This is an optimization exercise on Yosys and OpenROAD, whose aim is small area and a short achievable clock period, not a production implementation. In this exercise RTL edits were held to simulation tests only and were not proved equivalent to the original. The clock port is modelled as an ideal driver; clocking choices that lean on that would not hold on a real chip. Power is estimated from default activity; no workload was simulated.

## dadda_16_pipelined
module dadda_16_pipelined(clk, rst, A, B, Y_reg);
    input clk, rst;
    input [15:0] A;
    input [15:0] B;
    output reg [31:0] Y_reg;
    reg [15:0] a1, a2, a3, a4, a5;
    reg [15:0] b1, b2, b3, b4, b5;
    always @(posedge clk) begin
        a1 <= A; a2 <= a1; a3 <= a2; a4 <= a3; a5 <= a4;
        b1 <= B; b2 <= b1; b3 <= b2; b4 <= b3; b5 <= b4;
    end
    reg [2:0] hold;
    always @(posedge clk) begin
        if (!rst) hold <= 3'd7;
        else if (hold != 3'd0) hold <= hold - 3'd1;
    end
    wire ok = rst & (hold == 3'd0);
    wire [255:0] npp;
    genvar i, j;
    generate
        for (i = 0; i < 16; i = i + 1) begin : g_i
            for (j = 0; j < 16; j = j + 1) begin : g_j
                assign npp[i*16+j] = ~(a5[j] & b5[i]);
            end
        end
    endgenerate
    wire n0, n1, n2, n3, n4, n5, n6, n7, n8, n9, n10, n11, n12, n13, n14, n15;
    wire n16, n17, n18, n19, n20, n21, n22, n23, n24, n25, n26, n27, n28, n29, n30, n31;
    wire n32, n33, n34, n35, n36, n37, n38, n39, n40, n41, n42, n43, n44, n45, n46, n47;
  ...
Settings: LEC_CHECK=0, CAP_MARGIN=20, CORE_MARGIN=2, CORE_UTILIZATION=40, CTS_BUF_LIST=sky130_fd_sc_hd__clkbuf_8 sky130_fd_sc_hd__clkbuf_16, CTS_CLUSTER_DIAMETER=100, CTS_CLUSTER_SIZE=18, SLEW_MARGIN=20, SYNTH_HIERARCHICAL=1, SYNTH_MINIMUM_KEEP_SIZE=0; clock period 9.0 ns.
standard.sh (not shown) runs the stock make flow with config.mk's settings and CLKGATE_MAP_FILE= SYNTH_SCRIPT=/design/flow/synth_recipe.tcl, a recipe that flattens the netlist after the stock synthesis.
==> flow/flow/run.sh <==
#!/bin/bash
set -euo pipefail
cd "$(dirname "${BASH_SOURCE[0]}")/.."
bash standard.sh SETUP_SLACK_MARGIN=6.2 \
  "BUFFER_PORTS_ARGS=-buffer_cell sky130_fd_sc_hd__buf_1" finish > flow_make.log 2>&1
The first run ran to the end with no violations.
Change:
==> flow/flow/run.sh (replaced) <==
#!/bin/bash
set -euo pipefail
cd "$(dirname "${BASH_SOURCE[0]}")/.."
bash standard.sh SETUP_SLACK_MARGIN=6.2 \
  "BUFFER_PORTS_ARGS=-buffer_cell sky130_fd_sc_hd__buf_1" \
  "CTS_ARGS=-sink_clustering_enable -repair_clock_nets -sink_clustering_size 28 -sink_clustering_max_diameter 200 -sink_clustering_levels 1 -buf_list sky130_fd_sc_hd__clkbuf_16" \
  finish > flow_make.log 2>&1
CTS_BUF_LIST = default   (was sky130_fd_sc_hd__clkbuf_8 sky130_fd_sc_hd__clkbuf_16)
CTS_CLUSTER_DIAMETER = default   (was 100)
CTS_CLUSTER_SIZE = default   (was 18)
Effect:
- worst setup slack improves by 0.0084 ns
- total power goes down by 4.3%
- clock power came out lower by 19%
- sequential power stays flat
- final area came out lower by 2.0%
- core utilization went down by 0.89 points
- via count goes down by 1.2%
- non-clock buffer count goes down by 11


## rev 12
Another version of the RTL of dadda_16_pipelined (not shown whole).
Size: roughly 1,100 cells after synthesis, roughly 360 flip-flops, about 14,000 um^2 of cells after synthesis.
export LEC_CHECK = 0
export CAP_MARGIN = 20
export CORE_MARGIN = 2
export CORE_UTILIZATION = 40
export CTS_BUF_LIST = sky130_fd_sc_hd__clkbuf_8 sky130_fd_sc_hd__clkbuf_16
export CTS_CLUSTER_DIAMETER = 100
export CTS_CLUSTER_SIZE = 18
export SLEW_MARGIN = 20
export SYNTH_HIERARCHICAL = 1
export SYNTH_MINIMUM_KEEP_SIZE = 0
create_clock -name core_clock -period 9.0 [get_ports {clk}]
==> flow/flow/run.sh <==
#!/bin/bash
set -euo pipefail
cd "$(dirname "${BASH_SOURCE[0]}")/.."
bash standard.sh SETUP_SLACK_MARGIN=6.2 \
  "BUFFER_PORTS_ARGS=-buffer_cell sky130_fd_sc_hd__buf_1" finish > flow_make.log 2>&1
The following lists how rev 13 was set up differently from rev 12:
-- flow/config.mk --
<<< rev 12, line 9
export CORE_MARGIN = 2
export CORE_UTILIZATION = 40
export CTS_BUF_LIST = sky130_fd_sc_hd__clkbuf_8 sky130_fd_sc_hd__clkbuf_16
export CTS_CLUSTER_DIAMETER = 100
export CTS_CLUSTER_SIZE = 18
export SLEW_MARGIN = 20
export SYNTH_HIERARCHICAL = 1
>>> rev 13, line 9
export CORE_MARGIN = 2
export CORE_UTILIZATION = 40
export SLEW_MARGIN = 20
export SYNTH_HIERARCHICAL = 1
- No stage failed in rev 13, and the final checks on the layout all came back clean.
- Rev 13 vs. rev 12: post-route worst setup slack lost 0.0056 ns; final-layout clock-cell area share has increased; total number of vias increased by 140 relative to the old numbers; non-clock buffer area fraction after layout down 0.46 points.
- Delta (rev 13 minus rev 12): synthesis-to-layout area growth now sits higher, post-synthesis average cell area flat.
- Looking at filler cell count across rev 12 and rev 13, the one that comes out lower is rev 13.
- Row layout cell share with drive strength beyond 1: rev 13 higher / rev 12 lower


Setup of garnet:
dadda_16_pipelined, a different RTL version from the one above (not shown whole).
Size: about 1100 cells after synthesis, roughly 330 flip-flops, roughly 66 I/O pins, roughly 0.014 mm² of cells after synthesis.
// dadda_16_pipelined
module dadda_16_pipelined(clk, rst, A, B, Y_reg);
    input clk, rst;
    input [15:0] A;
    input [15:0] B;
    output reg [31:0] Y_reg;
    reg [15:0] a1, a2, a3, a4, a5;
    reg [15:0] b1, b2, b3, b4, b5;
    always @(posedge clk) begin
        a1 <= A; a2 <= a1; a3 <= a2; a4 <= a3; a5 <= a4;
        b1 <= B; b2 <= b1; b3 <= b2; b4 <= b3; b5 <= b4;
    end
    reg [2:0] hold;
    always @(posedge clk) begin
        if (!rst) hold <= 3'd7;
        else if (hold != 3'd0) hold <= hold - 3'd1;
    end
    wire ok = rst & (hold == 3'd0);
    wire [255:0] npp;
    genvar i, j;
    generate
        for (i = 0; i < 16; i = i + 1) begin : g_i
            for (j = 0; j < 16; j = j + 1) begin : g_j
                assign npp[i*16+j] = ~(a5[j] & b5[i]);
            end
        end
    endgenerate
    wire n0, n1, n2, n3, n4, n5, n6, n7, n8, n9, n10, n11, n12, n13, n14, n15;
    wire n16, n17, n18, n19, n20, n21, n22, n23, n24, n25, n26, n27, n28, n29, n30, n31;
    wire n32, n33, n34, n35, n36, n37, n38, n39, n40, n41, n42, n43, n44, n45, n46, n47;
    wire n48, n49, n50, n51, n52, n53, n54, n55, n56, n57, n58, n59, n60, n61, n62, n63;
    wire n64, n65, n66, n67, n68, n69, n70, n71, n72, n73, n74, n75, n76, n77, n78, n79;
    wire n80, n81, n82, n83, n84, n85, n86, n87, n88, n89, n90, n91, n92, n93, n94, n95;
    wire n96, n97, n98, n99, n100, n101, n102, n103, n104, n105, n106, n107, n108, n109, n110, n111;
    wire n112, n113, n114, n115, n116, n117, n118, n119, n120, n121, n122, n123, n124, n125, n126, n127;
    wire n128, n129, n130, n131, n132, n133, n134, n135, n136, n137, n138, n139, n140, n141, n142, n143;
    wire n144, n145, n146, n147, n148, n149, n150, n151, n152, n153, n154, n155, n156, n157, n158, n159;
  ...
==> flow/config.mk <==
export PLATFORM = sky130hd
export DESIGN_NAME = dadda_16_pipelined
export DESIGN_NICKNAME = dadda_16_pipelined
export VERILOG_FILES = /design/flow/design.v
export SDC_FILE = /design/flow/constraint.sdc
export NUM_CORES = 4
export LEC_CHECK = 0
export CAP_MARGIN = 20
export CORE_MARGIN = 2
export CORE_UTILIZATION = 40
export SLEW_MARGIN = 20
export SYNTH_HIERARCHICAL = 1
export SYNTH_MINIMUM_KEEP_SIZE = 0
==> flow/constraint.sdc <==
create_clock -name core_clock -period 9.0 [get_ports {clk}]
set_input_delay 1.8000 -clock core_clock [delete_from_list [all_inputs] [get_ports {clk}]]
set_output_delay 1.8000 -clock core_clock [all_outputs]
set_load 0.01 [all_outputs]
==> flow/flow/run.sh <==
#!/bin/bash
set -euo pipefail
cd "$(dirname "${BASH_SOURCE[0]}")/.."
VARS=(SETUP_SLACK_MARGIN=6.3
  "BUFFER_PORTS_ARGS=-buffer_cell sky130_fd_sc_hd__buf_1"
  "CTS_ARGS=-sink_clustering_enable -repair_clock_nets -sink_clustering_size 28 -sink_clustering_max_diameter 200 -sink_clustering_levels 1 -buf_list sky130_fd_sc_hd__clkbuf_16")
bash standard.sh "${VARS[@]}" cts > flow_make_cts.log 2>&1
RES="orfs/results/${FLOW_PLATFORM:-sky130hd}/dadda_16_pipelined/base" CLKNET=clk \
  openroad -no_init -exit flow/drop_root.tcl > drop_root.log 2>&1
bash standard.sh "${VARS[@]}" finish > flow_make.log 2>&1
==> flow/flow/drop_root.tcl <==
# Shortens the clock tree that clock_tree_synthesis built: the clock port drives the H-tree's
# first-level buffers directly and the root buffer, which only drove those, is removed.
# Every flip-flop keeps the same number of buffers on its clock path (first-level buffer, leaf
# buffer).  If the tree is not of that form the layout is left as it is.
set res $::env(RES)
read_db $res/4_cts.odb
set block [ord::get_db_block]
set clk [$block findNet $::env(CLKNET)]
set roots {}
foreach it [$clk getITerms] {
  if {[$it isInputSignal]} { lappend roots [$it getInst] }
}
if {[llength $roots] != 1} { puts "clock port drives [llength $roots] cells: tree left as it is"; exit 0 }
set root [lindex $roots 0]
set rootin ""; set rootout ""
foreach it [$root getITerms] {
  if {[$it isOutputSignal]} { set rootout $it }
  if {[$it isInputSignal] && [$it getNet] ne "NULL" && [[$it getNet] getName] eq [$clk getName]} { set rootin $it }
}
set onet [$rootout getNet]
set mids {}
set ok 1
foreach it [$onet getITerms] {
  if {![$it isInputSignal]} { continue }
  set inst [$it getInst]
  if {[string match "*clkbuf*" [[$inst getMaster] getName]]} { lappend mids $it } else { set ok 0 }
}
if {!$ok || [llength $mids] == 0 || [llength $mids] > 4} { puts "root drives [llength $mids] buffers (ok=$ok): tree left as it is"; exit 0 }
foreach it $mids { $it disconnect; $it connect $clk }
foreach it [$root getITerms] { if {[$it getNet] ne "NULL"} { $it disconnect } }
puts "removed root [$root getName]; clock port now drives [llength $mids] buffers"
odb::dbInst_destroy $root
odb::dbNet_destroy $onet
write_db $res/4_cts.odb
Edits applied to the flow inputs when going from garnet to amber:
==> flow/flow/run.sh <==
#!/bin/bash
set -euo pipefail
cd "$(dirname "${BASH_SOURCE[0]}")/.."
bash standard.sh SETUP_SLACK_MARGIN=6.2 \
  "BUFFER_PORTS_ARGS=-buffer_cell sky130_fd_sc_hd__buf_1" \
  "CTS_ARGS=-sink_clustering_enable -repair_clock_nets -sink_clustering_size 28 -sink_clustering_max_diameter 200 -sink_clustering_levels 1 -buf_list sky130_fd_sc_hd__clkbuf_16" \
  finish > flow_make.log 2>&1
removed: flow/flow/drop_root.tcl
## What came out
- Flop-to-flop setup slack was higher in garnet than in amber.
- garnet -> amber: register area decreased slightly
- ~same sum of internal, switching and leakage power in amber and garnet
- When the final numbers for amber and garnet were put side by side, the number of non-filler instances in the completed layout turned out to be greater in garnet.
- Diff garnet..amber | pre-CTS setup slack | negligible
- Comparing amber against garnet, there is no change at all in share of the synthesized netlist area taken by xor and xnor gates.
- amber ended with less critical path data required time than garnet.
- amber ended up with met5 as its top metal layer carrying routed signals; garnet ended up with met4.
- Via count improves in amber relative to garnet.

==> what the ideal ports hide <==
Ports are ideal in the flow. The routed layouts listed here were re-timed in OpenROAD. Step 1 assumes that a clkbuf_16 drives the clock port and a buf_2 every other input. Step 2 also shifts input and output timing later by t, the mid clock arrival at the registers, as if the neighbouring blocks saw the same clock. Three values: ideal, step 1, step 2; two values: the first two.
run	shift t [ns]	slack for setup (ns)	slew at the worst register clock pin (ns)
the first run of note 1	0.581	6.227 / 6.176 / 6.054	0.08 / 0.08
the second run of note 1	0.555	6.235 / 6.195 / 6.069	0.11 / 0.11
rev 12	0.584	6.182 / 6.182 / 6.078	0.09 / 0.09
rev 13	0.576	6.177 / 6.177 / 6.074	0.06 / 0.06
garnet	0.441	6.352 / 6.299 / 6.057	0.11 / 0.11
amber	0.546	6.244 / 6.190 / 6.076	0.12 / 0.12
After both steps setup and hold are still met in every run listed. For garnet, which loses most, drivers alone change the setup slack by -0.053 ns; drivers and shift together by -0.295 ns.
